This is an optimization exercise on Yosys and OpenROAD, whose aim is small area, not a production implementation. Where RTL was checked, it was by simulation tests only, not by an equivalence proof against the original. Function not checked in run 4: the RTL went through the layout flow alone. No activity file was given, so power comes from the tool's default toggle rates.

File: flow/standard.sh
#!/bin/bash
# synth_recipe.tcl (not shown) runs the flow's synth.tcl, then flattens the netlist and writes it again
# the make line also repeats each setting of config.mk as NAME=value (left out here)
make -C /OpenROAD-flow-scripts/flow DESIGN_CONFIG=/design/flow/config.mk WORK_HOME=/design/flow/orfs CLKGATE_MAP_FILE= SYNTH_SCRIPT=/design/flow/synth_recipe.tcl "${@:-finish}"
File: flow/config.mk
export PLATFORM = sky130hd
export DESIGN_NAME = alu_top
export DESIGN_NICKNAME = alu_top
export VERILOG_FILES = /design/flow/design.v
export SDC_FILE = /design/flow/constraint.sdc
export NUM_CORES = 4
export LEC_CHECK = 0
export CAP_MARGIN = 20
export CORE_MARGIN = 2
export CORE_UTILIZATION = 65
export GPL_TIMING_DRIVEN = 0
export PLACE_DENSITY = 0.75
export SLEW_MARGIN = 20
export SYNTH_HIERARCHICAL = 1
export SYNTH_MINIMUM_KEEP_SIZE = 0
File: flow/flow/run.sh
#!/bin/bash
# The standard layout (standard.sh: the standard synthesis, then ORFS to
# finish), with the smallest buffer, sky130_fd_sc_hd__buf_1, on every port and
# ORFS's power recovery (downsizing gates off the critical paths) after global
# routing.
set -euo pipefail
bash standard.sh "BUFFER_PORTS_ARGS=-buffer_cell sky130_fd_sc_hd__buf_1" RECOVER_POWER=100 finish > orfs_make.log 2>&1
File: flow/constraint.sdc
create_clock -name core_clock -period 8.0 [get_ports {clk}]
set_input_delay 1.6000 -clock core_clock [delete_from_list [all_inputs] [get_ports {clk}]]
set_output_delay 1.6000 -clock core_clock [all_outputs]
set_load 0.01 [all_outputs]
File: flow/design.v
`timescale 1ns / 1ns
module alu_top(clk, a, b, s, result, zero);
input clk;
input [15:0] a, b;
input [3:0] s;
output reg [15:0] result;
output reg zero;
reg [15:0] a_q, b_q;
reg [3:0] s_q;
wire [15:0] alu_result;
wire alu_zero;
always @(posedge clk) begin
    a_q <= a;
    b_q <= b;
    s_q <= s;
    result <= alu_result;
    zero <= alu_zero;
end
alu u_alu(.a(a_q), .b(b_q), .s(s_q), .result(alu_result), .zero_detection(alu_zero));
endmodule

`timescale 1ns / 1ns
module three_to_one_mux(d0,d1,d2,s,y);
input [15:0] d0, d1, d2;
input [1:0] s;
output [15:0] y;
reg [15:0] y;
always@(d0 or d1 or d2 or s)
begin
case(s)
      2'b00  : y = d0;
      2'b01  : y = d1;
      2'b10  : y = d2;
      default : y = d0; 
endcase
end
endmodule
module rotate_right(n, value, result);
	input [15:0] n, value;
	output reg [15:0] result;
	reg [15:0] temp, temp2;
	always@(*)
	begin
		temp = 16'd0;
		temp2 = 16'd0;
		case(n[3:0])
			0:
				begin
				result = value;
				end
			1:
				begin
				temp = { {15 - 1 + 1{1'b0}}, value[1 - 1: 0] };
				temp2 = value >> 1;
				result = {temp[1 - 1: 0] , temp2[15 - 1: 0]};
				end
			2:
				begin
				temp = { {15 - 2 + 1{1'b0}}, value[2 - 1: 0] };
				temp2 = value >> 2;
				result = {temp[2 - 1: 0] , temp2[15 - 2: 0]};
				end
			3:
				begin
				temp = { {15 - 3 + 1{1'b0}}, value[3 - 1: 0] };
				temp2 = value >> 3;
				result = {temp[3 - 1: 0] , temp2[15 - 3: 0]};
				end
			4:
				begin
				temp = { {15 - 4 + 1{1'b0}}, value[4 - 1: 0] };
				temp2 = value >> 4;
				result = {temp[4 - 1: 0] , temp2[15 - 4: 0]};
				end
			5:
				begin
				temp = { {15 - 5 + 1{1'b0}}, value[5 - 1: 0] };
				temp2 = value >> 5;
				result = {temp[5 - 1: 0] , temp2[15 - 5: 0]};
				end
			6:
				begin
				temp = { {15 - 6 + 1{1'b0}}, value[6 - 1: 0] };
				temp2 = value >> 6;
				result = {temp[6 - 1: 0] , temp2[15 - 6: 0]};
				end
			7:
				begin
				temp = { {15 - 7 + 1{1'b0}}, value[7 - 1: 0] };
				temp2 = value >> 7;
				result = {temp[7 - 1: 0] , temp2[15 - 7: 0]};
				end
			8:
				begin
				temp = { {15 - 8 + 1{1'b0}}, value[8 - 1: 0] };
				temp2 = value >> 8;
				result = {temp[8 - 1: 0] , temp2[15 - 8: 0]};
				end
			9:
				begin
				temp = { {15 - 9 + 1{1'b0}}, value[9 - 1: 0] };
				temp2 = value >> 9;
				result = {temp[9 - 1: 0] , temp2[15 - 9: 0]};
				end
			10:
				begin
				temp = { {15 - 10 + 1{1'b0}}, value[10 - 1: 0] };
				temp2 = value >> 10;
				result = {temp[10 - 1: 0] , temp2[15 - 10: 0]};
				end
			11:
				begin
				temp = { {15 - 11 + 1{1'b0}}, value[11 - 1: 0] };
				temp2 = value >> 11;
				result = {temp[11 - 1: 0] , temp2[15 - 11: 0]};
				end
			12:
				begin
				temp = { {15 - 12 + 1{1'b0}}, value[12 - 1: 0] };
				temp2 = value >> 12;
				result = {temp[12 - 1: 0] , temp2[15 - 12: 0]};
				end
			13:
				begin
				temp = { {15 - 13 + 1{1'b0}}, value[13 - 1: 0] };
				temp2 = value >> 13;
				result = {temp[13 - 1: 0] , temp2[15 - 13: 0]};
				end
			14:
				begin
				temp = { {15 - 14 + 1{1'b0}}, value[14 - 1: 0] };
				temp2 = value >> 14;
				result = {temp[14 - 1: 0] , temp2[15 - 14: 0]};
				end
			15:
				begin
				temp = { {15 - 15 + 1{1'b0}}, value[15 - 1: 0] };
				temp2 = value >> 15;
				result = {temp[15 - 1: 0] , temp2[15 - 15: 0]};
				end
		endcase
	end
endmodule
module rotate_left(n, value, result);
	input [15:0] n, value;
	output reg [15:0] result;
	reg [15:0] temp, temp2;
	always@(*)
	begin
		temp = 16'd0;
		temp2 = 16'd0;
		case(n[3:0])
			0:
				begin
				result = value;
				end
			1:
				begin
				temp = { {15 - 1 + 1{1'b0}}, value[15:15 - 1 + 1] };
				temp2 = value << 1;
				result = {temp2[15:1] , temp[1 - 1:0]};
				end
			2:
				begin
				temp = { {15 - 2 + 1{1'b0}}, value[15:15 - 2 + 1] };
				temp2 = value << 2;
				result = {temp2[15:2] , temp[2 - 1:0]};
				end
			3:
				begin
				temp = { {15 - 3 + 1{1'b0}}, value[15:15 - 3 + 1] };
				temp2 = value << 3;
				result = {temp2[15:3] , temp[3 - 1:0]};
				end
			4:
				begin
				temp = { {15 - 4 + 1{1'b0}}, value[15:15 - 4 + 1] };
				temp2 = value << 4;
				result = {temp2[15:4] , temp[4 - 1:0]};
				end
			5:
				begin
				temp = { {15 - 5 + 1{1'b0}}, value[15:15 - 5 + 1] };
				temp2 = value << 5;
				result = {temp2[15:5] , temp[5 - 1:0]};
				end
			6:
				begin
				temp = { {15 - 6 + 1{1'b0}}, value[15:15 - 6 + 1] };
				temp2 = value << 6;
				result = {temp2[15:6] , temp[6 - 1:0]};
				end
			7:
				begin
				temp = { {15 - 7 + 1{1'b0}}, value[15:15 - 7 + 1] };
				temp2 = value << 7;
				result = {temp2[15:7] , temp[7 - 1:0]};
				end
			8:
				begin
				temp = { {15 - 8 + 1{1'b0}}, value[15:15 - 8 + 1] };
				temp2 = value << 8;
				result = {temp2[15:8] , temp[8 - 1:0]};
				end
			9:
				begin
				temp = { {15 - 9 + 1{1'b0}}, value[15:15 - 9 + 1] };
				temp2 = value << 9;
				result = {temp2[15:9] , temp[9 - 1:0]};
				end
			10:
				begin
				temp = { {15 - 10 + 1{1'b0}}, value[15:15 - 10 + 1] };
				temp2 = value << 10;
				result = {temp2[15:10] , temp[10 - 1:0]};
				end
			11:
				begin
				temp = { {15 - 11 + 1{1'b0}}, value[15:15 - 11 + 1] };
				temp2 = value << 11;
				result = {temp2[15:11] , temp[11 - 1:0]};
				end
			12:
				begin
				temp = { {15 - 12 + 1{1'b0}}, value[15:15 - 12 + 1] };
				temp2 = value << 12;
				result = {temp2[15:12] , temp[12 - 1:0]};
				end
			13:
				begin
				temp = { {15 - 13 + 1{1'b0}}, value[15:15 - 13 + 1] };
				temp2 = value << 13;
				result = {temp2[15:13] , temp[13 - 1:0]};
				end
			14:
				begin
				temp = { {15 - 14 + 1{1'b0}}, value[15:15 - 14 + 1] };
				temp2 = value << 14;
				result = {temp2[15:14] , temp[14 - 1:0]};
				end
			15:
				begin
				temp = { {15 - 15 + 1{1'b0}}, value[15:15 - 15 + 1] };
				temp2 = value << 15;
				result = {temp2[15:15] , temp[15 - 1:0]};
				end
		endcase
	end
endmodule
`timescale 1ns / 1ns
module alu(a, b, s, result, zero_detection);
  input [15:0] a, b;
  input [3:0] s;
  output [15:0] result;
  output zero_detection;
  wire c_shr   = s[3] & ~s[2] & s[1] & s[0];           
  wire c_andor = s[3] & s[2] & ~s[1];                  
  wire c_arith = s[3] & (s[2] ~^ s[1]);                
  wire c_cmp   = s[3] & ~s[2] & ~s[1];                 
  wire b_small = (b[15:4] == 12'd0);
  wire keep    = s[3] ? (s[2] | s[1] & b_small) : (s[2:0] == 3'b001);
  wire [15:0] a_rev = {a[0], a[1], a[2], a[3], a[4], a[5], a[6], a[7],
                       a[8], a[9], a[10], a[11], a[12], a[13], a[14], a[15]};
  wire [15:0] x = (s[1] & s[0] & ~s[2]) ? a_rev : a;
  wire [15:0] onehot = 16'd1 << b[3:0];
  wire [15:0] y = ~s[3] ? b : (s[1] & ~s[2]) ? onehot : {15'd0, ~(s[2] & ~s[1])};
  wire inv = ~(s[0] & s[1] & s[2]);
  wire [15:0] e = ({16{c_arith}} & (b ^ {16{inv}})) |
                  ({16{c_andor}} & (s[0] ? (a & b) : (a | b)));
  wire cin = c_arith & ~s[0];
  wire t15 = c_cmp & s[0];
  wire [255:0] pp;
  genvar gi, gj;
  generate
    for (gi = 0; gi < 16; gi = gi + 1) begin : g_pp_i
      for (gj = 0; gj < 16; gj = gj + 1) begin : g_pp_j
        if (gj == 1)
          assign pp[gi*16+gj] = (x[gi] & y[gj]) | e[gi+1];
        else
          assign pp[gi*16+gj] = x[gi] & y[gj];
      end
    end
  endgenerate
  wire fs0, fc1;
  alu_fa u_fs0(.a(cin), .b(e[0]), .c(pp[0]), .s(fs0), .co(fc1));
  wire fs2, fc3;
  alu_fa u_fs2(.a(pp[16]), .b(pp[1]), .c(fc1), .s(fs2), .co(fc3));
  wire hs4, hc5;
  alu_ha u_hs4(.a(pp[17]), .b(pp[2]), .s(hs4), .co(hc5));
  wire fs6, fc7;
  alu_fa u_fs6(.a(pp[32]), .b(hs4), .c(fc3), .s(fs6), .co(fc7));
  wire hs8, hc9;
  alu_ha u_hs8(.a(pp[18]), .b(pp[33]), .s(hs8), .co(hc9));
  wire fs10, fc11;
  alu_fa u_fs10(.a(pp[3]), .b(pp[48]), .c(hc5), .s(fs10), .co(fc11));
  wire fs12, fc13;
  alu_fa u_fs12(.a(hs8), .b(fs10), .c(fc7), .s(fs12), .co(fc13));
  wire hs14, hc15;
  alu_ha u_hs14(.a(pp[19]), .b(pp[34]), .s(hs14), .co(hc15));
  wire fs16, fc17;
  alu_fa u_fs16(.a(pp[49]), .b(pp[4]), .c(pp[64]), .s(fs16), .co(fc17));
  wire fs18, fc19;
  alu_fa u_fs18(.a(hc9), .b(hs14), .c(fs16), .s(fs18), .co(fc19));
  wire fs20, fc21;
  alu_fa u_fs20(.a(fc11), .b(fs18), .c(fc13), .s(fs20), .co(fc21));
  wire hs22, hc23;
  alu_ha u_hs22(.a(pp[20]), .b(pp[35]), .s(hs22), .co(hc23));
  wire fs24, fc25;
  alu_fa u_fs24(.a(pp[50]), .b(pp[5]), .c(pp[65]), .s(fs24), .co(fc25));
  wire fs26, fc27;
  alu_fa u_fs26(.a(pp[80]), .b(hc15), .c(hs22), .s(fs26), .co(fc27));
  wire fs28, fc29;
  alu_fa u_fs28(.a(fc17), .b(fs24), .c(fs26), .s(fs28), .co(fc29));
  wire fs30, fc31;
  alu_fa u_fs30(.a(fc19), .b(fs28), .c(fc21), .s(fs30), .co(fc31));
  wire hs32, hc33;
  alu_ha u_hs32(.a(pp[21]), .b(pp[36]), .s(hs32), .co(hc33));
  wire fs34, fc35;
  alu_fa u_fs34(.a(pp[51]), .b(pp[66]), .c(pp[6]), .s(fs34), .co(fc35));
  wire fs36, fc37;
  alu_fa u_fs36(.a(pp[81]), .b(pp[96]), .c(hc23), .s(fs36), .co(fc37));
  wire fs38, fc39;
  alu_fa u_fs38(.a(hs32), .b(fc25), .c(fs34), .s(fs38), .co(fc39));
  wire fs40, fc41;
  alu_fa u_fs40(.a(fs36), .b(fc27), .c(fs38), .s(fs40), .co(fc41));
  wire fs42, fc43;
  alu_fa u_fs42(.a(fc29), .b(fs40), .c(fc31), .s(fs42), .co(fc43));
  wire hs44, hc45;
  alu_ha u_hs44(.a(pp[112]), .b(pp[22]), .s(hs44), .co(hc45));
  wire fs46, fc47;
  alu_fa u_fs46(.a(pp[37]), .b(pp[52]), .c(pp[67]), .s(fs46), .co(fc47));
  wire fs48, fc49;
  alu_fa u_fs48(.a(pp[7]), .b(pp[82]), .c(pp[97]), .s(fs48), .co(fc49));
  wire fs50, fc51;
  alu_fa u_fs50(.a(hc33), .b(hs44), .c(fc35), .s(fs50), .co(fc51));
  wire fs52, fc53;
  alu_fa u_fs52(.a(fs46), .b(fs48), .c(fc37), .s(fs52), .co(fc53));
  wire fs54, fc55;
  alu_fa u_fs54(.a(fc39), .b(fs50), .c(fs52), .s(fs54), .co(fc55));
  wire fs56, fc57;
  alu_fa u_fs56(.a(fc41), .b(fs54), .c(fc43), .s(fs56), .co(fc57));
  wire hs58, hc59;
  alu_ha u_hs58(.a(pp[113]), .b(pp[128]), .s(hs58), .co(hc59));
  wire fs60, fc61;
  alu_fa u_fs60(.a(pp[23]), .b(pp[38]), .c(pp[53]), .s(fs60), .co(fc61));
  wire fs62, fc63;
  alu_fa u_fs62(.a(pp[68]), .b(pp[83]), .c(pp[8]), .s(fs62), .co(fc63));
  wire fs64, fc65;
  alu_fa u_fs64(.a(pp[98]), .b(hc45), .c(hs58), .s(fs64), .co(fc65));
  wire fs66, fc67;
  alu_fa u_fs66(.a(fc47), .b(fc49), .c(fs60), .s(fs66), .co(fc67));
  wire fs68, fc69;
  alu_fa u_fs68(.a(fs62), .b(fs64), .c(fc51), .s(fs68), .co(fc69));
  wire fs70, fc71;
  alu_fa u_fs70(.a(fs66), .b(fc53), .c(fs68), .s(fs70), .co(fc71));
  wire fs72, fc73;
  alu_fa u_fs72(.a(fc55), .b(fs70), .c(fc57), .s(fs72), .co(fc73));
  wire hs74, hc75;
  alu_ha u_hs74(.a(pp[114]), .b(pp[129]), .s(hs74), .co(hc75));
  wire fs76, fc77;
  alu_fa u_fs76(.a(pp[144]), .b(pp[24]), .c(pp[39]), .s(fs76), .co(fc77));
  wire fs78, fc79;
  alu_fa u_fs78(.a(pp[54]), .b(pp[69]), .c(pp[84]), .s(fs78), .co(fc79));
  wire fs80, fc81;
  alu_fa u_fs80(.a(pp[99]), .b(pp[9]), .c(hc59), .s(fs80), .co(fc81));
  wire fs82, fc83;
  alu_fa u_fs82(.a(hs74), .b(fc61), .c(fc63), .s(fs82), .co(fc83));
  wire fs84, fc85;
  alu_fa u_fs84(.a(fs76), .b(fs78), .c(fs80), .s(fs84), .co(fc85));
  wire fs86, fc87;
  alu_fa u_fs86(.a(fc65), .b(fc67), .c(fs82), .s(fs86), .co(fc87));
  wire fs88, fc89;
  alu_fa u_fs88(.a(fs84), .b(fc69), .c(fs86), .s(fs88), .co(fc89));
  wire fs90, fc91;
  alu_fa u_fs90(.a(fc71), .b(fs88), .c(fc73), .s(fs90), .co(fc91));
  wire fs92, fc93;
  alu_fa u_fs92(.a(pp[100]), .b(pp[10]), .c(pp[115]), .s(fs92), .co(fc93));
  wire fs94, fc95;
  alu_fa u_fs94(.a(pp[130]), .b(pp[145]), .c(pp[160]), .s(fs94), .co(fc95));
  wire fs96, fc97;
  alu_fa u_fs96(.a(pp[25]), .b(pp[40]), .c(pp[55]), .s(fs96), .co(fc97));
  wire fs98, fc99;
  alu_fa u_fs98(.a(pp[70]), .b(pp[85]), .c(hc75), .s(fs98), .co(fc99));
  wire fs100, fc101;
  alu_fa u_fs100(.a(fc77), .b(fc79), .c(fs92), .s(fs100), .co(fc101));
  wire fs102, fc103;
  alu_fa u_fs102(.a(fs94), .b(fs96), .c(fc81), .s(fs102), .co(fc103));
  wire fs104, fc105;
  alu_fa u_fs104(.a(fs98), .b(fc83), .c(fs100), .s(fs104), .co(fc105));
  wire fs106, fc107;
  alu_fa u_fs106(.a(fc85), .b(fs102), .c(fc87), .s(fs106), .co(fc107));
  wire fs108, fc109;
  alu_fa u_fs108(.a(fs104), .b(fc89), .c(fs106), .s(fs108), .co(fc109));
  wire fs110, fc111;
  alu_fa u_fs110(.a(pp[101]), .b(pp[116]), .c(pp[11]), .s(fs110), .co(fc111));
  wire fs112, fc113;
  alu_fa u_fs112(.a(pp[131]), .b(pp[146]), .c(pp[161]), .s(fs112), .co(fc113));
  wire fs114, fc115;
  alu_fa u_fs114(.a(pp[176]), .b(pp[26]), .c(pp[41]), .s(fs114), .co(fc115));
  wire fs116, fc117;
  alu_fa u_fs116(.a(pp[56]), .b(pp[71]), .c(pp[86]), .s(fs116), .co(fc117));
  wire fs118, fc119;
  alu_fa u_fs118(.a(fc93), .b(fc95), .c(fc97), .s(fs118), .co(fc119));
  wire fs120, fc121;
  alu_fa u_fs120(.a(fs110), .b(fs112), .c(fs114), .s(fs120), .co(fc121));
  wire fs122, fc123;
  alu_fa u_fs122(.a(fs116), .b(fc99), .c(fc101), .s(fs122), .co(fc123));
  wire fs124, fc125;
  alu_fa u_fs124(.a(fs118), .b(fc103), .c(fs120), .s(fs124), .co(fc125));
  wire fs126, fc127;
  alu_fa u_fs126(.a(fc105), .b(fs122), .c(fs124), .s(fs126), .co(fc127));
  wire fs128, fc129;
  alu_fa u_fs128(.a(fc107), .b(fs126), .c(fc109), .s(fs128), .co(fc129));
  wire fs130, fc131;
  alu_fa u_fs130(.a(pp[102]), .b(pp[117]), .c(pp[12]), .s(fs130), .co(fc131));
  wire fs132, fc133;
  alu_fa u_fs132(.a(pp[132]), .b(pp[147]), .c(pp[162]), .s(fs132), .co(fc133));
  wire fs134, fc135;
  alu_fa u_fs134(.a(pp[177]), .b(pp[192]), .c(pp[27]), .s(fs134), .co(fc135));
  wire fs136, fc137;
  alu_fa u_fs136(.a(pp[42]), .b(pp[57]), .c(pp[72]), .s(fs136), .co(fc137));
  wire fs138, fc139;
  alu_fa u_fs138(.a(pp[87]), .b(fc111), .c(fc113), .s(fs138), .co(fc139));
  wire fs140, fc141;
  alu_fa u_fs140(.a(fc115), .b(fc117), .c(fs130), .s(fs140), .co(fc141));
  wire fs142, fc143;
  alu_fa u_fs142(.a(fs132), .b(fs134), .c(fs136), .s(fs142), .co(fc143));
  wire fs144, fc145;
  alu_fa u_fs144(.a(fc119), .b(fc121), .c(fs138), .s(fs144), .co(fc145));
  wire fs146, fc147;
  alu_fa u_fs146(.a(fs140), .b(fs142), .c(fc123), .s(fs146), .co(fc147));
  wire fs148, fc149;
  alu_fa u_fs148(.a(fc125), .b(fs144), .c(fs146), .s(fs148), .co(fc149));
  wire fs150, fc151;
  alu_fa u_fs150(.a(fc127), .b(fs148), .c(fc129), .s(fs150), .co(fc151));
  wire fs152, fc153;
  alu_fa u_fs152(.a(pp[103]), .b(pp[118]), .c(pp[133]), .s(fs152), .co(fc153));
  wire fs154, fc155;
  alu_fa u_fs154(.a(pp[13]), .b(pp[148]), .c(pp[163]), .s(fs154), .co(fc155));
  wire fs156, fc157;
  alu_fa u_fs156(.a(pp[178]), .b(pp[193]), .c(pp[208]), .s(fs156), .co(fc157));
  wire fs158, fc159;
  alu_fa u_fs158(.a(pp[28]), .b(pp[43]), .c(pp[58]), .s(fs158), .co(fc159));
  wire fs160, fc161;
  alu_fa u_fs160(.a(pp[73]), .b(pp[88]), .c(fc131), .s(fs160), .co(fc161));
  wire fs162, fc163;
  alu_fa u_fs162(.a(fc133), .b(fc135), .c(fc137), .s(fs162), .co(fc163));
  wire fs164, fc165;
  alu_fa u_fs164(.a(fs152), .b(fs154), .c(fs156), .s(fs164), .co(fc165));
  wire fs166, fc167;
  alu_fa u_fs166(.a(fs158), .b(fc139), .c(fc141), .s(fs166), .co(fc167));
  wire fs168, fc169;
  alu_fa u_fs168(.a(fs160), .b(fc143), .c(fs162), .s(fs168), .co(fc169));
  wire fs170, fc171;
  alu_fa u_fs170(.a(fs164), .b(fc145), .c(fs166), .s(fs170), .co(fc171));
  wire fs172, fc173;
  alu_fa u_fs172(.a(fs168), .b(fc147), .c(fs170), .s(fs172), .co(fc173));
  wire fs174, fc175;
  alu_fa u_fs174(.a(fc149), .b(fs172), .c(fc151), .s(fs174), .co(fc175));
  wire fs176, fc177;
  alu_fa u_fs176(.a(pp[104]), .b(pp[119]), .c(pp[134]), .s(fs176), .co(fc177));
  wire fs178, fc179;
  alu_fa u_fs178(.a(pp[149]), .b(pp[14]), .c(pp[164]), .s(fs178), .co(fc179));
  wire fs180, fc181;
  alu_fa u_fs180(.a(pp[179]), .b(pp[194]), .c(pp[209]), .s(fs180), .co(fc181));
  wire fs182, fc183;
  alu_fa u_fs182(.a(pp[224]), .b(pp[29]), .c(pp[44]), .s(fs182), .co(fc183));
  wire fs184, fc185;
  alu_fa u_fs184(.a(pp[59]), .b(pp[74]), .c(pp[89]), .s(fs184), .co(fc185));
  wire fs186, fc187;
  alu_fa u_fs186(.a(fc153), .b(fc155), .c(fc157), .s(fs186), .co(fc187));
  wire fs188, fc189;
  alu_fa u_fs188(.a(fc159), .b(fs176), .c(fs178), .s(fs188), .co(fc189));
  wire fs190, fc191;
  alu_fa u_fs190(.a(fs180), .b(fs182), .c(fs184), .s(fs190), .co(fc191));
  wire fs192, fc193;
  alu_fa u_fs192(.a(fc161), .b(fc163), .c(fc165), .s(fs192), .co(fc193));
  wire fs194, fc195;
  alu_fa u_fs194(.a(fs186), .b(fs188), .c(fs190), .s(fs194), .co(fc195));
  wire fs196, fc197;
  alu_fa u_fs196(.a(fc167), .b(fc169), .c(fs192), .s(fs196), .co(fc197));
  wire fs198, fc199;
  alu_fa u_fs198(.a(fs194), .b(fc171), .c(fs196), .s(fs198), .co(fc199));
  wire fs200, fc201;
  alu_fa u_fs200(.a(fc173), .b(fs198), .c(fc175), .s(fs200), .co(fc201));
  wire xs202;
  alu_xor u_xs202(.a(t15), .b(pp[105]), .y(xs202));
  wire xs203;
  alu_xor u_xs203(.a(pp[120]), .b(pp[135]), .y(xs203));
  wire xs204;
  alu_xor u_xs204(.a(pp[150]), .b(pp[15]), .y(xs204));
  wire xs205;
  alu_xor u_xs205(.a(pp[165]), .b(pp[180]), .y(xs205));
  wire xs206;
  alu_xor u_xs206(.a(pp[195]), .b(pp[210]), .y(xs206));
  wire xs207;
  alu_xor u_xs207(.a(pp[225]), .b(pp[240]), .y(xs207));
  wire xs208;
  alu_xor u_xs208(.a(pp[30]), .b(pp[45]), .y(xs208));
  wire xs209;
  alu_xor u_xs209(.a(pp[60]), .b(pp[75]), .y(xs209));
  wire xs210;
  alu_xor u_xs210(.a(pp[90]), .b(xs202), .y(xs210));
  wire xs211;
  alu_xor u_xs211(.a(xs203), .b(xs204), .y(xs211));
  wire xs212;
  alu_xor u_xs212(.a(xs205), .b(xs206), .y(xs212));
  wire xs213;
  alu_xor u_xs213(.a(xs207), .b(xs208), .y(xs213));
  wire xs214;
  alu_xor u_xs214(.a(xs209), .b(xs210), .y(xs214));
  wire xs215;
  alu_xor u_xs215(.a(xs211), .b(xs212), .y(xs215));
  wire xs216;
  alu_xor u_xs216(.a(xs213), .b(fc177), .y(xs216));
  wire xs217;
  alu_xor u_xs217(.a(fc179), .b(fc181), .y(xs217));
  wire xs218;
  alu_xor u_xs218(.a(fc183), .b(fc185), .y(xs218));
  wire xs219;
  alu_xor u_xs219(.a(xs214), .b(xs215), .y(xs219));
  wire xs220;
  alu_xor u_xs220(.a(xs216), .b(xs217), .y(xs220));
  wire xs221;
  alu_xor u_xs221(.a(xs218), .b(xs219), .y(xs221));
  wire xs222;
  alu_xor u_xs222(.a(xs220), .b(fc187), .y(xs222));
  wire xs223;
  alu_xor u_xs223(.a(fc189), .b(fc191), .y(xs223));
  wire xs224;
  alu_xor u_xs224(.a(xs221), .b(xs222), .y(xs224));
  wire xs225;
  alu_xor u_xs225(.a(xs223), .b(xs224), .y(xs225));
  wire xs226;
  alu_xor u_xs226(.a(fc193), .b(fc195), .y(xs226));
  wire xs227;
  alu_xor u_xs227(.a(xs225), .b(xs226), .y(xs227));
  wire xs228;
  alu_xor u_xs228(.a(fc197), .b(xs227), .y(xs228));
  wire xs229;
  alu_xor u_xs229(.a(xs228), .b(fc199), .y(xs229));
  wire xs230;
  alu_xor u_xs230(.a(xs229), .b(fc201), .y(xs230));
  wire ix231;
  alu_xor u_ix231(.a(fs108), .b(fc91), .y(ix231));
  wire in232, ix233;
  alu_nand2 u_in232(.a(fs108), .b(fc91), .y(in232));
  alu_xnor u_ix233(.a(fs128), .b(in232), .y(ix233));
  wire ia234;
  alu_and2 u_ia234(.a(fs108), .b(fs128), .y(ia234));
  wire in235, ix236;
  alu_nand2 u_in235(.a(ia234), .b(fc91), .y(in235));
  alu_xnor u_ix236(.a(fs150), .b(in235), .y(ix236));
  wire ia237;
  alu_and2 u_ia237(.a(ia234), .b(fs150), .y(ia237));
  wire in238, ix239;
  alu_nand2 u_in238(.a(ia237), .b(fc91), .y(in238));
  alu_xnor u_ix239(.a(fs174), .b(in238), .y(ix239));
  wire ia240;
  alu_and2 u_ia240(.a(ia237), .b(fs174), .y(ia240));
  wire in241, ix242;
  alu_nand2 u_in241(.a(ia240), .b(fc91), .y(in241));
  alu_xnor u_ix242(.a(fs200), .b(in241), .y(ix242));
  wire ia243;
  alu_and2 u_ia243(.a(ia240), .b(fs200), .y(ia243));
  wire in244, ix245;
  alu_nand2 u_in244(.a(ia243), .b(fc91), .y(in244));
  alu_xnor u_ix245(.a(xs230), .b(in244), .y(ix245));
  wire [15:0] p = {ix245, ix242, ix239, ix236, ix233, ix231, fs90, fs72, fs56, fs42, fs30, fs20, fs12, fs6, fs2, fs0};
  wire top_ne = a[15] ^ b[15];
  wire cmp_top = a[15] ^ ~s[0];
  wire keep_p = keep & ~c_cmp;
  wire sel_p = keep_p & ~c_shr;
  wire sel_r = keep_p & c_shr;
  wire sel_c = c_cmp & ~top_ne;                        
  wire one_c = c_cmp & top_ne & cmp_top;               
  alu_ao221 u_r0(.a1(p[0]), .a2(sel_p), .b1(p[15]), .b2(sel_r | sel_c), .c(one_c), .y(result[0]));
  generate
    for (gi = 1; gi < 16; gi = gi + 1) begin : g_r
      alu_ao22 u_r(.a1(p[gi]), .a2(sel_p), .b1(p[15-gi]), .b2(sel_r), .y(result[gi]));
    end
  endgenerate
  wire any_lo = keep_p & (p[13:0] != 14'd0);
  alu_aoi221 u_z(.a1(p[15]), .a2(keep_p | sel_c), .b1(p[14]), .b2(keep_p), .c(any_lo | one_c), .y(zero_detection));
endmodule
module alu_fa(a, b, c, s, co);
  input a, b, c;
  output s, co;
  assign s = a ^ b ^ c;
  assign co = (a & b) | (a & c) | (b & c);
endmodule
module alu_ha(a, b, s, co);
  input a, b;
  output s, co;
  assign s = a ^ b;
  assign co = a & b;
endmodule
module alu_xor(a, b, y);
  input a, b;
  output y;
  assign y = a ^ b;
endmodule
module alu_xnor(a, b, y);
  input a, b;
  output y;
  assign y = ~(a ^ b);
endmodule
module alu_nand2(a, b, y);
  input a, b;
  output y;
  assign y = ~(a & b);
endmodule
module alu_and2(a, b, y);
  input a, b;
  output y;
  assign y = a & b;
endmodule
module alu_ao22(a1, a2, b1, b2, y);
  input a1, a2, b1, b2;
  output y;
  assign y = (a1 & a2) | (b1 & b2);
endmodule
module alu_ao221(a1, a2, b1, b2, c, y);
  input a1, a2, b1, b2, c;
  output y;
  assign y = (a1 & a2) | (b1 & b2) | c;
endmodule
module alu_aoi221(a1, a2, b1, b2, c, y);
  input a1, a2, b1, b2, c;
  output y;
  assign y = ~((a1 & a2) | (b1 & b2) | c);
endmodule
==> reports/metrics.csv, run 1 <==
metric;value;unit
port_buffers;53;
place.gp.congestion;1.01;
ant_nets;0;
htree_num_levels;2;
end_kind;flop;
dp_cells;672;
start_util;0.663;
synth_edf_count;0;
area_growth_syn_to_layout;7.85;%
die_height;95.1;um
power.density;264;mW/mm^2
die_area;0.00903;sq mm
vias;4193;
place_ws;0.750;ns
path_max_fanout;10;
path_class;reg -> reg;
firstDrtPassIters;5;
ys.flop_type;dfxtp_1;
post_cts_buffers;0;
cts.sinks;53;
hold_ws;0.837;ns
hold_viol_final;0;
layout-drive-gt1-share;0.0922;
crit_path_start_kind;flop;
ys_seq_area_frac;0.197;
antenna_found_initial;0;
clkTransAtPathRegs;0.10;ns
setup_tns;0;ns
grt_setup_unrepaired;no;
core_area;0.00813;sq mm
async_reset_ff_frac;0;
fin_crit_sh;0.938;
postSynthAreaPerCell;10.5;sq um
wl_per_cell;20.4;um
tightest_slew;0.999;ns
nets;716;
grt_pass1_vias;4346;
postSynthCellCount;514;
setup_viol;0;
cp.arrival;7.73;ns
setup_slack;0.496;ns
ir_worst_vdd;0.000180;V
grt_remaining_overflow;0;
maxSlewViolCount;0;
cap_violations;0;
ctsResizeCount;0;
cts_made_buffers;5;
drt_iter0_markers;285;
hold_class;reg -> reg;
ys_types;46;
critical-path-max-stage-delay;0.48;ns
cp.required;8.22;ns
crit_top_cell;fa_1;
finalCriticalPeriod;7.50;ns
clk_latency;0.33;ns
stdcell_count;680;
grt.total_usage;0.333;
fmax;133;MHz
cts_tree;done;
fin_skew;0.0175;ns
clk_path_buf_depth;2;
design_area;0.00581;sq mm
row_count;33;
grt_max_degree;19;
drt_wl_total;13900;um
slowest_stage;fa_1;
power_leakage;2.56;nW
fin_util;0.715;
ys_seq_elements;53;
antenna_cells;0;
clock-root-buffer;clkbuf_8;
yosysWarnings;8;
drc_errors;0;
io_pins;54;
die_w;95.1;um
cts_hold_repair.buffers;0;
via_per_inst;6.17;
outcome;finished clean;
syn_area;0.00539;sq mm
dpl.hpwl;11000;um
placed_cell_area;0.00572;sq mm
grt_pass1_wl;22500;um
cp_cell_sequence;inv_1 > ha_1 > nor3b_1 > o2bb2ai_1 > mux2i_2 > buf_2 > nor2_1 > fa_1 > fa_1 > fa_1 > fa_1 > fa_1 > fa_1 > fa_1 > fa_1 > fa_1 > fa_1 > nand2_1 > xnor2_1 > nor4_1 > nand2_1 > nor4_1 > o21bai_1 > a221oi_2;
relSlewSlack;0.332;
power.total;1.53;mW
## per-layer routing
metal	GRT usage	wire, um
met3	0.0696	1280
met1	0.424	5370
met2	0.533	6540
met4	0.187	712
met5	0	0
## per-module statistics from Yosys, one instance, submodules excluded
module,cell area (sq um),cells,times used,flops+latches
alu,1860,299,1,0
alu_top,1060,53,1,53
alu_fa,20.0,1,93,0
alu_aoi221,15.0,1,1,0
alu_ha,12.5,1,8,0
alu_ao221,10.0,1,1,0
alu_ao22,8.76,1,15,0
alu_xnor,8.76,1,5,0
alu_xor,8.76,1,30,0
alu_and2,6.26,1,4,0
alu_nand2,3.75,1,5,0
## path summary, 6_finish.rpt
path	startpoint	end	slack, ns	depth (start not counted)
max	s_q[2]$_DFF_P_	zero$_DFF_P_	0.50	24
min	s_q[0]$_DFF_P_	result[0]$_DFF_P_	0.84	4
max reg2reg	s_q[2]$_DFF_P_	zero$_DFF_P_	0.50	24
min reg2reg	s_q[0]$_DFF_P_	result[0]$_DFF_P_	0.84	4
## cell type report
type                       instances  area, sq um
clock inverter                     3         26.3
timing repair buffer              53          199
clock buffer                       5         68.8
tap                              105          131
sequential                        53         1060
inverter                           8         30.0
multi-input combinational        428         4120
buffer                            25          175
fill                             609         2320
## cell usage after synthesis (all sizes together) (8+ instances only)
master / number / area share
nor2: 131 / 0.092
fa: 93 / 0.35
dfxtp: 53 / 0.20
xor2: 30 / 0.049
nand2: 26 / 0.018
buf: 22 / 0.030
xnor2: 22 / 0.036
mux2i: 17 / 0.047
a22o: 15 / 0.024
maj3: 15 / 0.028
o221ai: 15 / 0.024
ha: 12 / 0.028
a22oi: 9 / 0.013
inv: 8 / 0.0056
## cells in the final DEF, fill, tap and decap left out, drive strengths merged, types with 5 or more instances in the layout
| master | n |
|---|---|
| nand2 | 26 |
| dfxtp | 53 |
| fa | 93 |
| mux2i | 17 |
| xnor2 | 22 |
| o221ai | 15 |
| a22o | 15 |
| inv | 9 |
| ha | 12 |
| xor2 | 30 |
| nor4 | 5 |
| nor2 | 131 |
| a22oi | 9 |
| buf | 75 |
| maj3 | 15 |
| clkbuf | 8 |
| nor3 | 5 |
| a21oi | 5 |
## state kept, by name, indices dropped and copies added (netlist names)
signal and flops:
b_q 16, s_q 4, a_q 16, zero 1
result 16
## kinds of logic after synthesis
| logic type | share of synthesized area |
|---|---|
| compound gates | 0.0873 |
| xor+xnor | 0.0845 |
| fa+ha+maj | 0.401 |
| buf+inv | 0.0381 |
| flops | 0.197 |
| mux | 0.0474 |
| simple gates | 0.145 |
## where the power goes
part / total, mW / internal [mW] / switching, mW
combinational: 1.05 / 0.437 / 0.609
clock: 0.163 / 0.0640 / 0.0986
sequential: 0.323 / 0.304 / 0.0191
## critical path: cells and delay by family, from the launching register on
family	cells	cell delay (ns)
flip-flops	1	0.40
adder cells (fa/ha/maj)	11	4.35
AO/OA/AOI/OAI	3	0.54
multiplexers	1	0.44
AND/OR/NAND/NOR	6	1.09
buffers and inverters	2	0.44
XOR/XNOR	1	0.12
==> inputs of run 2 (changes only) <==
==> flow/flow/run.sh (replaced) <==
#!/bin/bash
# The standard layout (standard.sh: the standard synthesis, then ORFS to
# finish), with the smallest buffer, sky130_fd_sc_hd__buf_1, on every port.
set -euo pipefail
bash standard.sh "BUFFER_PORTS_ARGS=-buffer_cell sky130_fd_sc_hd__buf_1" finish > orfs_make.log 2>&1
==> run 2 against run 1 <==
  * Still clean
  * Global-route usage is the same
  * Cell count is the same
  * Utilization grew 0.092 points
  * Combinational power is essentially flat
  * Non-clock buffer count is the same
  * Register-to-register slack gained 0.07 ns
  * Critical path depth is the same
  * Sequential share of layout area is essentially flat
  * Clock power is essentially flat
  * Count of clock-buffer cells in the layout is the same
  * Critical endpoint unchanged
  * Highest routed layer unchanged
==> reports/metrics.csv, run 2 <==
metric;value;unit;change
grt_pass1_wl;22500;um;unchanged
area_growth_syn_to_layout;7.99;%;
setup_tns;0;ns;unchanged
busiest_layer;met2;;
end_kind;flop;;
drt_iter0_markers;289;;+1.4%
ir_worst_vdd;0.000181;V;+0.81%
crit_path_start_kind;flop;;
outcome;finished clean;;
ys_types;46;;unchanged
critPathBufInv;2;;unchanged
postSynthAreaPerCell;10.5;sq um;unchanged
dpl.hpwl;11000;um;unchanged
synthMuxAreaShare;0.0474;;unchanged
finalCriticalPeriod;7.43;ns;-0.0704 ns
clock-root-buffer;clkbuf_8;;
synth_top_family_by_area;adder cells;;
cts_hold_repair.buffers;0;;unchanged
firstDrtPassIters;5;;unchanged
vias;4167;;-0.62%
crit_top_cell;fa_1;;
row_count;33;;unchanged
power_leakage;2.56;nW;about the same
fin_crit_sh;0.929;;-0.00880
grt_setup_unrepaired;no;;
fin_skew;0.0195;ns;+0.00206 ns
synth_most_common_cell;nor2_1;;
antenna_found_initial;0;;unchanged
layout-drive-gt1-share;0.0974;;+0.00522
drc_errors;0;;unchanged
grt_remaining_overflow;0;;unchanged
dp_cells;672;;unchanged
io_pins;54;;unchanged
stdcell_count;680;;unchanged
grt_max_degree;19;;unchanged
yosysWarnings;8;;unchanged
async_reset_ff_frac;0;;unchanged
fill_cells;609;;unchanged
clkTransAtPathRegs;0.11;ns;about the same
synth_adder_area_share;0.401;;unchanged
die_height;95.1;um;unchanged
post_cts_buffers;0;;unchanged
reg_top3;a_q x16, b_q x16, result x16;;
ant_nets;0;;unchanged
ys.flop_type;dfxtp_1;;
die_area;0.00903;sq mm;unchanged
final_common_cell;nor2_1;;
cts_tree;done;;
ys_seq_area_frac;0.197;;unchanged
maxSlewViolCount;0;;unchanged
die_w;95.1;um;unchanged
drt_wl_total;13900;um;about the same
placed_cell_area;0.00572;sq mm;unchanged
tightest_slew;0.994;ns;-0.00469 ns
layout_common_cells;130 x nor2_1, 93 x fa_1, 53 x dfxtp_1, 53 x buf_1, 30 x xor2_1;;
cp.required;8.22;ns;about the same
yosys.area_share.simple;0.145;;unchanged
cts_made_buffers;5;;unchanged
synth_commonest_cells;130 x nor2_1, 93 x fa_1, 53 x dfxtp_1;;
met1_usage;0.424;;unchanged
htree_num_levels;2;;unchanged
synth_largest_area_cell;fa_1;;
postSynthCellCount;514;;unchanged
synth_compound_area_frac;0.0873;;unchanged
power.density;264;mW/mm^2;about the same
synth_edf_count;0;;unchanged
use_met3;0.0696;;unchanged
cap_violations;0;;unchanged
port_buffers;53;;unchanged
hold_viol_final;0;;unchanged
ctsResizeCount;0;;unchanged
grt_use_met2;0.533;;unchanged
setup_slack;0.566;ns;+0.0704 ns
antenna_cells;0;;unchanged
relSlewSlack;0.335;;+0.00314
critical-path-max-stage-delay;0.49;ns;about the same
via_per_inst;6.13;;-0.62%
design_area;0.00582;sq mm;+0.13%
clk_latency;0.33;ns;about the same
wl_per_cell;20.5;um;about the same
cts.sinks;53;;unchanged
core_area;0.00813;sq mm;unchanged
cp_cell_sequence;inv_2 > ha_1 > nor3b_2 > o2bb2ai_1 > mux2i_2 > buf_2 > nor2_1 > fa_1 > fa_1 > fa_1 > fa_1 > fa_1 > fa_1 > fa_1 > fa_1 > fa_1 > fa_1 > nand2_1 > xnor2_1 > nor4_1 > nand2_1 > nor4_1 > o21bai_1 > a221oi_2;;
nets;716;;unchanged
clk_path_buf_depth;2;;unchanged
start_util;0.663;;unchanged
power.total;1.53;mW;+0.18%
synth-xor-area-share;0.0845;;unchanged
grt.total_usage;0.333;;unchanged
path_max_fanout;10;;unchanged
path_class;reg -> reg;;
synthTopCellsByArea;fa_1 35%, dfxtp_1 20%, nor2_1 9.1%;;
grt_pass1_vias;4346;;unchanged
setup_viol;0;;unchanged
slowest_stage;fa_1;;
crit_family;adder cells;;
fmax;135;MHz;+0.95%
cp.arrival;7.66;ns;-0.07 ns
place.gp.congestion;1.01;;unchanged
ys_seq_elements;53;;unchanged
hold_class;reg -> reg;;
syn_area;0.00539;sq mm;unchanged
place_ws;0.750;ns;unchanged
synth_top_area_share;0.345;;unchanged
## run 2: cell counts after synthesis
No cell type changed its count.
## run 2: worst paths after layout
check	from	endpoint	slack, ns	depth (start not counted)
max	s_q[2]$_DFF_P_	zero$_DFF_P_	0.57	24
min	s_q[0]$_DFF_P_	result[0]$_DFF_P_	0.84	4
max reg2reg	s_q[2]$_DFF_P_	zero$_DFF_P_	0.57	24
min reg2reg	s_q[0]$_DFF_P_	result[0]$_DFF_P_	0.84	4
## run 2: cells by family after synthesis
| kind of cell | count (synthesis) |
|---|---|
| AND/OR/NAND/NOR | 184 |
| buffers and inverters | 33 |
| adder cells (fa/ha/maj) | 120 |
| AO/OA/AOI/OAI | 55 |
| multiplexers | 17 |
| XOR/XNOR | 52 |
| flip-flops | 53 |
## run 2: final cells by class
type / count / area (sq um) / area share
clock inverter: 3 / 26.3 / 0.00452
clock buffer: 5 / 68.8 / 0.0118
timing repair buffer: 53 / 199 / 0.0342
buffer: 25 / 175 / 0.0301
sequential: 53 / 1060 / 0.182
multi-input combinational: 428 / 4130 / 0.709
tap: 105 / 131 / 0.0226
inverter: 8 / 30.0 / 0.00516
## run 2: metal layers
layer  wire, um  up-vias
met5          0        -
met4        735        0
met3       1170       52
met2       6490      248
met1       5520     2031
li1           -     1836
## run 2: tightest hold or removal path, cell delays in order (launching register included)
cell and delay, ns:
dfxtp_1 0.32, buf_4 0.16, a21oi_1 0.08, nor2_1 0.10, a221o_1 0.14
## run 2: power by group
part,internal [mW],switching [mW]
sequential,0.304,0.0192
clock,0.0641,0.0989
combinational,0.437,0.611
## run 2: through the flow
step | hold WS, ns | utilization
after floorplan | 0.720 | -
after global routing | 0.925 | 0.715
after detailed placement | 0.796 | 0.704
after global placement | 0.797 | 0.703
final | 0.840 | 0.715
after CTS | 0.833 | 0.715
## run 2: Yosys stat by module, one instance, submodules excluded
module	copies in the design	area, sq um
alu_ha	8	12.5
alu	1	1860
alu_nand2	5	3.75
alu_aoi221	1	15.0
alu_ao221	1	10.0
alu_fa	93	20.0
alu_top	1	1060
alu_xnor	5	8.76
alu_xor	30	8.76
alu_ao22	15	8.76
alu_and2	4	6.26
==> inputs of run 3 (changes only) <==
==> flow/flow/run.sh (replaced) <==
#!/bin/bash
# The standard layout (standard.sh: the standard synthesis, then ORFS to
# finish) with three ORFS options: the smallest buffer, sky130_fd_sc_hd__buf_1,
# on every port; the buffers Yosys/ABC put in removed before placement (ORFS
# re-buffers where slew, capacitance or timing need it); and ORFS's power
# recovery (downsizing gates off the critical paths) after global routing.
set -euo pipefail
bash standard.sh "BUFFER_PORTS_ARGS=-buffer_cell sky130_fd_sc_hd__buf_1" REMOVE_ABC_BUFFERS=1 RECOVER_POWER=100 finish > orfs_make.log 2>&1
==> run 3 against run 2 <==
  * Still clean
  * Count of clock-buffer cells in the layout is the same
  * Clock power grew 18%
  * Sequential power grew 2%
  * Sequential cell count is the same
  * First-iteration DRC count grew 53%
  * Worst hold slack gained 0.11 ns
  * Sequential share of layout area grew 0.44 points
  * Critical endpoint unchanged
  * Largest power group unchanged
==> reports/metrics.csv, run 3 <==
metric;value;unit;change
drt_wl_total;13400;um;-3.8%
cp.arrival;7.88;ns;+0.22 ns
wl_per_cell;20.4;um;-0.25%
setup_viol;0;;unchanged
grt.total_usage;0.323;;-0.0109
crit_path_start_kind;flop;;
route.met3.wl;1290;um;+11%
synth_edf_count;0;;unchanged
grt_setup_unrepaired;no;;
cp.required;8.24;ns;+0.02 ns
cap_violations;0;;unchanged
fin_crit_sh;0.955;;+0.0256
ys_seq_elements;53;;unchanged
relSlewSlack;0.243;;-0.0921
port_buffers;53;;unchanged
core_area;0.00813;sq mm;unchanged
power.density;274;mW/mm^2;+3.8%
grt_remaining_overflow;0;;unchanged
synth_largest_area_cell;fa_1;;
synth_top_family_by_area;adder cells;;
fmax;131;MHz;-2.7%
dpl.hpwl;10100;um;-7.4%
critPathBufInv;0;;-2
wl_met1;5030;um;-8.9%
cts_hold_repair.buffers;0;;unchanged
path_max_fanout;16;;+6
clock-root-buffer;clkbuf_8;;
io_pins;54;;unchanged
multiInputGateArea;0.00414;sq mm;+0.24%
post_cts_buffers;0;;unchanged
ant_nets;0;;unchanged
die_area;0.00903;sq mm;unchanged
clk_path_buf_depth;2;;unchanged
firstDrtPassIters;5;;unchanged
htree_num_levels;2;;unchanged
pwr-share-seq;0.211;;about the same
switchingPower;0.741;mW;+1.7%
intPower;0.814;mW;+1.1%
pwr-share-clk;0.124;;+0.018
drt_iter0_markers;441;;+53%
synth_top_area_share;0.345;;unchanged
synthMuxAreaShare;0.0474;;unchanged
vias;4123;;-1.1%
p_comb_frac;0.665;;-0.018
final_common_cell;nor2_1;;
place.gp.congestion;0.889;;-12%
crit_top_cell;fa_1;;
die_height;95.1;um;unchanged
postSynthAreaPerCell;10.5;sq um;unchanged
synth_adder_area_share;0.401;;unchanged
yosys.area_share.simple;0.145;;unchanged
power_leakage;2.46;nW;-4.1%
finalCriticalPeriod;7.64;ns;+0.205 ns
antenna_found_initial;0;;unchanged
cts_made_buffers;5;;unchanged
antenna_cells;0;;unchanged
register_area;0.00106;sq mm;unchanged
cts_tree;done;;
grt_pass1_vias;4319;;-0.62%
reg_top3;a_q x16, b_q x16, result x16;;
hold_class;reg -> reg;;
fill_cells;640;;+5.1%
cts.sinks;53;;unchanged
ys_types;46;;unchanged
fin_util;0.699;;-0.0169
clk_latency;0.33;ns;about the same
ir_worst_vdd;0.000224;V;+24%
dr_wl_met2;6490;um;about the same
start_util;0.663;;unchanged
ys_seq_area_frac;0.197;;unchanged
nets;693;;-3.2%
cp_cell_sequence;ha_1 > nor3b_1 > o2bb2ai_1 > mux2i_2 > nor2_1 > fa_1 > fa_1 > fa_1 > fa_1 > fa_1 > fa_1 > fa_1 > fa_1 > fa_1 > fa_1 > nand2_1 > xnor2_1 > nor4_1 > nand2_1 > nor4_1 > o21bai_1 > a221oi_2;;
fin_skew;0.0139;ns;-0.00559 ns
yosysWarnings;8;;unchanged
grt_max_degree;20;;+1
area_growth_syn_to_layout;5.43;%;
ys.flop_type;dfxtp_1;;
clkTransAtPathRegs;0.11;ns;about the same
highest_layer;met4;;
postSynthCellCount;514;;unchanged
via_per_inst;6.29;;+2.6%
hold_viol_final;0;;unchanged
synth-xor-area-share;0.0845;;unchanged
layout_common_cells;130 x nor2_1, 93 x fa_1, 53 x dfxtp_1, 53 x buf_1, 30 x xor2_1;;
maxSlewViolCount;0;;unchanged
synthTopCellsByArea;fa_1 35%, dfxtp_1 20%, nor2_1 9.1%;;
crit_family;adder cells;;
outcome;finished clean;;
end_kind;flop;;
slowest_stage;mux2i_2;;
synth_most_common_cell;nor2_1;;
row_count;33;;unchanged
path_class;reg -> reg;;
die_w;95.1;um;unchanged
async_reset_ff_frac;0;;unchanged
syn_area;0.00539;sq mm;unchanged
critical-path-max-stage-delay;0.86;ns;+0.37 ns
grt_pass1_wl;21800;um;-3.0%
setup_tns;0;ns;unchanged
synth_compound_area_frac;0.0873;;unchanged
layout-drive-gt1-share;0.0653;;-0.0321
tightest_slew;1.13;ns;+0.136 ns
swShare;0.477;;+0.00130
drc_errors;0;;unchanged
synth_commonest_cells;130 x nor2_1, 93 x fa_1, 53 x dfxtp_1;;
[run 3: cell counts after synthesis]
Identical to the previous run, type by type.
[run 3: cell families after synthesis]
| logic type | Yosys count |
|---|---|
| and+or+nand+nor | 184 |
| adders and majority gates | 120 |
| AOI/OAI and AO/OA | 55 |
| DFF | 53 |
| xor gates and xnor gates | 52 |
| buffers and inverters | 33 |
| muxes | 17 |
[run 3: metal layers]
layer | vias to the layer above | global-route usage
met3 | 47 | 0.0719
met1 | 2026 | 0.408
li1 | 1786 | -
met2 | 264 | 0.539
met4 | 0 | 0.133
met5 | - | 0
[run 3: path summary, 6_finish.rpt]
check | startpoint | end | slack, ns | depth (start not counted)
setup / recovery | s_q[1]$_DFF_P_ | zero$_DFF_P_ | 0.36 | 22
hold / removal | s_q[1]$_DFF_P_ | result[0]$_DFF_P_ | 0.95 | 4
setup reg to reg | s_q[1]$_DFF_P_ | zero$_DFF_P_ | 0.36 | 22
hold reg to reg | s_q[1]$_DFF_P_ | result[0]$_DFF_P_ | 0.95 | 4
[run 3: repair_timing]
| action | 4_1_cts | 5_1_grt |
|---|---|---|
| setup endpoints to repair | 0 | 1 |
| hold endpoints to repair | 0 | 0 |
| resized for setup | 0 | 1 |
[run 3: final cells by class]
class / count / area share
Clock buffer: 5 / 0.0121
Timing Repair Buffer: 55 / 0.0377
Multi-Input combinational cell: 428 / 0.728
Inverter: 8 / 0.00529
Tap cell: 105 / 0.0231
Clock inverter: 2 / 0.00683
Sequential cell: 53 / 0.187
[run 3: tightest hold or removal path, stage by stage, from the launching register on]
cell,delay [ns]
dfxtp_1,0.47
nor2_1,0.16
a21oi_1,0.05
nor2_1,0.10
a221o_1,0.14
[run 3: per-stage QoR]
step                      hold slack [ns]  instances  power [mW]  worst slack (ns)  area [sq um]
after global routing                0.984        656        1.67            0.0222          5680
after floorplan                     0.776        489        1.06              1.41          5210
after detailed placement            0.862        647        1.36             0.388          5550
final                               0.954        656        1.56             0.361          5680
after global placement              0.861        647        1.33             0.228          5540
after CTS                           0.912        654        1.56             0.306          5660
[run 3: power by group through the flow]
stage / logic [mW] / registers [mW] / clock network [mW]
3_3_place_gp: 1.00 / 0.333 / 0
3_5_place_dp: 1.03 / 0.334 / 0
4_1_cts: 1.03 / 0.328 / 0.193
6_report: 1.03 / 0.329 / 0.193
5_1_grt: 1.13 / 0.334 / 0.204
2_1_floorplan: 0.715 / 0.344 / 0
[run 3: per-module statistics from Yosys (local to each module, per instance)]
module	cells	flops+latches	times used	area, sq um
alu	299	0	1	1860
alu_aoi221	1	0	1	15.0
alu_fa	1	0	93	20.0
alu_ao221	1	0	1	10.0
alu_ha	1	0	8	12.5
alu_xnor	1	0	5	8.76
alu_and2	1	0	4	6.26
alu_xor	1	0	30	8.76
alu_nand2	1	0	5	3.75
alu_ao22	1	0	15	8.76
alu_top	53	53	1	1060
==> inputs of run 4 (changes only) <==
--- a/flow/design.v
+++ b/flow/design.v
@@ -262,5 +262,14 @@
   wire [15:0] a_rev = {a[0], a[1], a[2], a[3], a[4], a[5], a[6], a[7],
                        a[8], a[9], a[10], a[11], a[12], a[13], a[14], a[15]};
-  wire [15:0] x = (s[1] & s[0] & ~s[2]) ? a_rev : a;
+  wire rev;
+  alu_and3b u_rev(.a(s[1]), .b(s[0]), .cn(s[2]), .y(rev));
+  wire [15:0] xn;
+  genvar gi, gj;
+  generate
+    for (gi = 0; gi < 16; gi = gi + 1) begin : g_x
+      alu_mux2i u_x(.a(a[gi]), .b(a_rev[gi]), .s(rev), .y(xn[gi]));
+    end
+  endgenerate
+  wire [15:0] x = ~xn;
   wire [15:0] onehot = 16'd1 << b[3:0];
   wire [15:0] y = ~s[3] ? b : (s[1] & ~s[2]) ? onehot : {15'd0, ~(s[2] & ~s[1])};
@@ -271,5 +280,4 @@
   wire t15 = c_cmp & s[0];
   wire [255:0] pp;
-  genvar gi, gj;
   generate
     for (gi = 0; gi < 16; gi = gi + 1) begin : g_pp_i
@@ -567,5 +575,10 @@
   alu_nand2 u_in244(.a(ia243), .b(fc91), .y(in244));
   alu_xnor u_ix245(.a(xs230), .b(in244), .y(ix245));
+  wire ina246;
+  alu_nand2 u_ina246(.a(ia243), .b(xs230), .y(ina246));
   wire [15:0] p = {ix245, ix242, ix239, ix236, ix233, ix231, fs90, fs72, fs56, fs42, fs30, fs20, fs12, fs6, fs2, fs0};
+  wire blk_or = fs108 | fs128 | fs150 | fs174 | fs200 | xs230;
+  wire blk_nand = ina246;
+  wire late = fc91;
   wire top_ne = a[15] ^ b[15];
   wire cmp_top = a[15] ^ ~s[0];
@@ -581,6 +594,8 @@
     end
   endgenerate
-  wire any_lo = keep_p & (p[13:0] != 14'd0);
-  alu_aoi221 u_z(.a1(p[15]), .a2(keep_p | sel_c), .b1(p[14]), .b2(keep_p), .c(any_lo | one_c), .y(zero_detection));
+  wire hi_or;
+  alu_mux2 u_hi(.a(blk_or), .b(blk_nand), .s(late), .y(hi_or));
+  wire lo_or = keep_p & (p[9:0] != 10'd0) | one_c;
+  alu_aoi221 u_z(.a1(keep_p), .a2(hi_or), .b1(sel_c), .b2(p[15]), .c(lo_or), .y(zero_detection));
 endmodule
 module alu_fa(a, b, c, s, co);
@@ -616,4 +631,19 @@
   assign y = a & b;
 endmodule
+module alu_mux2(a, b, s, y);
+  input a, b, s;
+  output y;
+  assign y = s ? b : a;
+endmodule
+module alu_mux2i(a, b, s, y);
+  input a, b, s;
+  output y;
+  assign y = ~(s ? b : a);
+endmodule
+module alu_and3b(a, b, cn, y);
+  input a, b, cn;
+  output y;
+  assign y = a & b & ~cn;
+endmodule
 module alu_ao22(a1, a2, b1, b2, y);
   input a1, a2, b1, b2;
==> run 4 against run 3 <==
  * Sequential share of layout area decreased by 0.14 points
  * Synthesized area grew 0.56%
  * Setup slack got worse by 0.12 ns
  * Clock skew shrank 0.0096 ns
  * Non-clock buffer count rose by 3
  * Wire length fell by 0.38%
  * Sequential power down 2%
  * Register-to-register slack worse by 0.12 ns
  * Largest cell class unchanged
  * Largest power group unchanged
==> reports/metrics.csv, run 4 <==
metric;value;unit;change
area_growth_syn_to_layout;5.63;%;
layout_common_cells;128 x nor2_1, 93 x fa_1, 53 x dfxtp_1, 53 x buf_1, 30 x xor2_1;;
port_buffers;53;;unchanged
io_pins;54;;unchanged
fin_util;0.704;;+0.00523
die_height;95.3;um;+0.27%
core_area;0.00813;sq mm;unchanged
synth-xor-area-share;0.0840;;-0.000468
htree_num_levels;2;;unchanged
design_area;0.00572;sq mm;+0.75%
synth_most_common_cell;nor2_1;;
grt_pass1_vias;4281;;-0.88%
post_cts_buffers;0;;unchanged
fmax;129;MHz;-1.6%
fin_crit_sh;0.970;;+0.0151
grt_setup_unrepaired;no;;
critPathLaunch;s_q[1]$_DFF_P_;;
tightest_slew;1.19;ns;+0.0595 ns
power_leakage;2.51;nW;+2.2%
final_common_cell;nor2_1;;
via_per_inst;6.22;;-1.1%
die_area;0.00908;sq mm;+0.54%
min_from;s_q[0]$_DFF_P_;;
wl_per_cell;20.1;um;-1.6%
end_kind;flop;;
vias;4129;;+0.15%
ys.flop_type;dfxtp_1;;
drc_errors;0;;unchanged
synth_adder_area_share;0.399;;-0.00222
synthMuxAreaShare;0.0365;;-0.0109
grt_pass1_wl;21300;um;-2.0%
synth_top_area_share;0.344;;-0.00191
finalCriticalPeriod;7.76;ns;+0.121 ns
place.gp.congestion;0.918;;+3.2%
maxSlewViolCount;0;;unchanged
cp.arrival;7.94;ns;+0.06 ns
cp.required;8.18;ns;-0.06 ns
placed_cell_area;0.00565;sq mm;+1.7%
cts_hold_repair.buffers;0;;unchanged
drt_iter0_markers;295;;-33%
synthTopCellsByArea;fa_1 34%, dfxtp_1 20%, nor2_1 8.9%;;
path_class;reg -> reg;;
async_reset_ff_frac;0;;unchanged
power.density;265;mW/mm^2;-3.1%
grt_remaining_overflow;0;;unchanged
row_count;33;;unchanged
ys_seq_area_frac;0.196;;-0.00109
firstDrtPassIters;5;;unchanged
ys_types;51;;+11%
yosys.area_share.simple;0.154;;+0.00913
cts.sinks;53;;unchanged
grt.total_usage;0.316;;-0.00613
layout-drive-gt1-share;0.0626;;-0.00272
stdcell_count;664;;+1.2%
cts_made_buffers;5;;unchanged
antenna_found_initial;0;;unchanged
synth_largest_area_cell;fa_1;;
synth_top_family_by_area;adder cells;;
synth_compound_area_frac;0.0940;;+0.00667
start_util;0.666;;+0.00369
synth_edf_count;0;;unchanged
postSynthAreaPerCell;10.4;sq um;-0.79%
hold_class;reg -> reg;;
clk_path_buf_depth;2;;unchanged
clock-root-buffer;clkbuf_8;;
setup_viol;0;;unchanged
ctsResizeCount;0;;unchanged
dpl.hpwl;10400;um;+2.4%
fin_skew;0.00438;ns;-0.00957 ns
die_w;95.3;um;+0.27%
power.total;1.52;mW;-2.4%
cap_violations;0;;unchanged
clk_latency;0.32;ns;about the same
fill_cells;632;;-1.3%
outcome;finished clean;;
ant_nets;0;;unchanged
path_max_fanout;16;;unchanged
ys_seq_elements;53;;unchanged
dp_cells;656;;+1.4%
reg_top3;a_q x16, b_q x16, result x16;;
drt_wl_total;13300;um;-0.38%
grt_max_degree;21;;+5.0%
syn_area;0.00542;sq mm;+0.56%
synth_commonest_cells;128 x nor2_1, 93 x fa_1, 53 x dfxtp_1;;
clkTransAtPathRegs;0.10;ns;about the same
ir_worst_vdd;0.000212;V;-5.5%
antenna_cells;0;;unchanged
postSynthCellCount;521;;+1.4%
relSlewSlack;0.207;;-0.0356
crit_path_start_kind;flop;;
cts_tree;done;;
r2r_start;s_q[1]$_DFF_P_;;
yosysWarnings;8;;unchanged
nets;700;;+1.0%
hold_viol_final;0;;unchanged
[run 4: cell types whose count changed after synthesis, moves of 3 or more]
| cell | delta |
|---|---|
| buf_1 | +4 |
| buf_2 | -5 |
| buf_6 | +3 |
| clkbuf_1 | +4 |
| mux2i_1 | +10 |
| mux2i_2 | -6 |
| mux2i_4 | -4 |
[run 4: Yosys stat by module, one instance, submodules excluded]
module | cell area [sq um] | flops+latches | cells inside
alu_mux2 | 15.0 | 0 | 1
alu_ao221 | 10.0 | 0 | 1
alu_nand2 | 3.75 | 0 | 1
alu_xor | 8.76 | 0 | 1
alu_ao22 | 8.76 | 0 | 1
alu_aoi221 | 15.0 | 0 | 1
alu_and2 | 6.26 | 0 | 1
alu_fa | 20.0 | 0 | 1
alu_mux2i | 10.0 | 0 | 1
alu_and3b | 8.76 | 0 | 1
alu_top | 1060 | 53 | 53
alu_ha | 12.5 | 0 | 1
alu | 1700 | 0 | 287
alu_xnor | 8.76 | 0 | 1
[run 4: final timing paths]
| kind | endpoint | slack [ns] | cells after the start |
|---|---|---|---|
| max | zero$_DFF_P_ | 0.24 | 16 |
| min | result[14]$_DFF_P_ | 0.84 | 3 |
| max reg2reg | zero$_DFF_P_ | 0.24 | 16 |
| min reg2reg | result[14]$_DFF_P_ | 0.84 | 3 |
[run 4: cells by family (layout without fill, tap and decap cells)]
family                     Yosys count  after routing
buffers and inverters               35             73
DFF                                 53             53
muxes                               18             18
xor gates and xnor gates            52             52
adders and majority gates          120            120
and+or+nand+nor                    187            187
AOI/OAI and AO/OA                   56             56
[run 4: power by group]
group | leakage, nW | switching (mW) | total (mW) | internal (mW)
Combinational | 2.03 | 0.608 | 1.04 | 0.430
Sequential | 0.444 | 0.0229 | 0.324 | 0.301
Clock | 0.0374 | 0.0946 | 0.156 | 0.0619
Total | 2.51 | 0.725 | 1.52 | 0.793
[run 4: worst max-delay path, cell delays in order, from the launching register on]
cell and delay, ns:
dfxtp_1 0.58, and3b_1 1.03, mux2i_2 0.93, nor2_1 0.20
fa_1 0.52, fa_1 0.47, fa_1 0.48, fa_1 0.41
fa_1 0.41, fa_1 0.38, fa_1 0.41, fa_1 0.39
fa_1 0.59, and2_0 0.19, nand2_1 0.07, xnor2_1 0.41
a221oi_1 0.14
[run 4: cell type report]
| class | instances | area [sq um] | share of cell area |
|---|---|---|---|
| Timing Repair Buffer | 58 | 241 | 0.0422 |
| Inverter | 7 | 26.3 | 0.00459 |
| Clock inverter | 2 | 15.0 | 0.00262 |
| Clock buffer | 6 | 72.6 | 0.0127 |
| Multi-Input combinational cell | 433 | 4180 | 0.730 |
| Sequential cell | 53 | 1060 | 0.185 |
| Tap cell | 105 | 131 | 0.0230 |
[run 4: metal layers]
| layer | vias to the layer above | track usage | part of all wire |
|---|---|---|---|
| met5 | - | 0 | 0 |
| met4 | 0 | 0.115 | 0.033 |
| met3 | 42 | 0.0435 | 0.073 |
| met2 | 215 | 0.549 | 0.51 |
| met1 | 2063 | 0.405 | 0.39 |
| li1 | 1809 | - | - |
[run 4: per-stage QoR]
step	setup WS (ns)	setup TNS [ns]	hold slack (ns)
floorplan	1.16	0	0.792
global placement	-0.0282	-0.0443	0.881
detailed placement	0.301	0	0.834
CTS	0.233	0	0.852
global route	0.0243	0	0.895
finish	0.241	0	0.844

## static timing again, ports no longer ideal
In the flow no input, the clock included, has a driving cell. The finished layouts below were timed again as built, in two steps.
Step 1 sets driving cells, clkbuf_16 on the clock port and buf_2 on the other inputs (assumed; they add their load-dependent delay and slew).
Step 2 times the ports against the registers' clock, not the clock port: input delays grow and output delays shrink by t, the midpoint of the rising clock arrivals with the driver on.
a / b / c = ideal ports / drivers / drivers and shift; a / b = the first two.
| run | t, ns | setup WS [ns] | worst hold slack (ns) | worst register clock-pin slew, ns |
|---|---|---|---|---|
| run 1 | 0.349 | 0.496 / 0.496 / 0.496 | 0.837 / 0.837 / 0.837 | 0.12 / 0.12 |
| run 2 | 0.349 | 0.566 / 0.566 / 0.566 | 0.840 / 0.840 / 0.840 | 0.12 / 0.12 |
| run 3 | 0.347 | 0.361 / 0.361 / 0.361 | 0.954 / 0.954 / 0.954 | 0.11 / 0.11 |
| run 4 | 0.346 | 0.241 / 0.241 / 0.241 | 0.844 / 0.844 / 0.844 | 0.10 / 0.10 |
After both steps setup and hold are still met in every run listed.
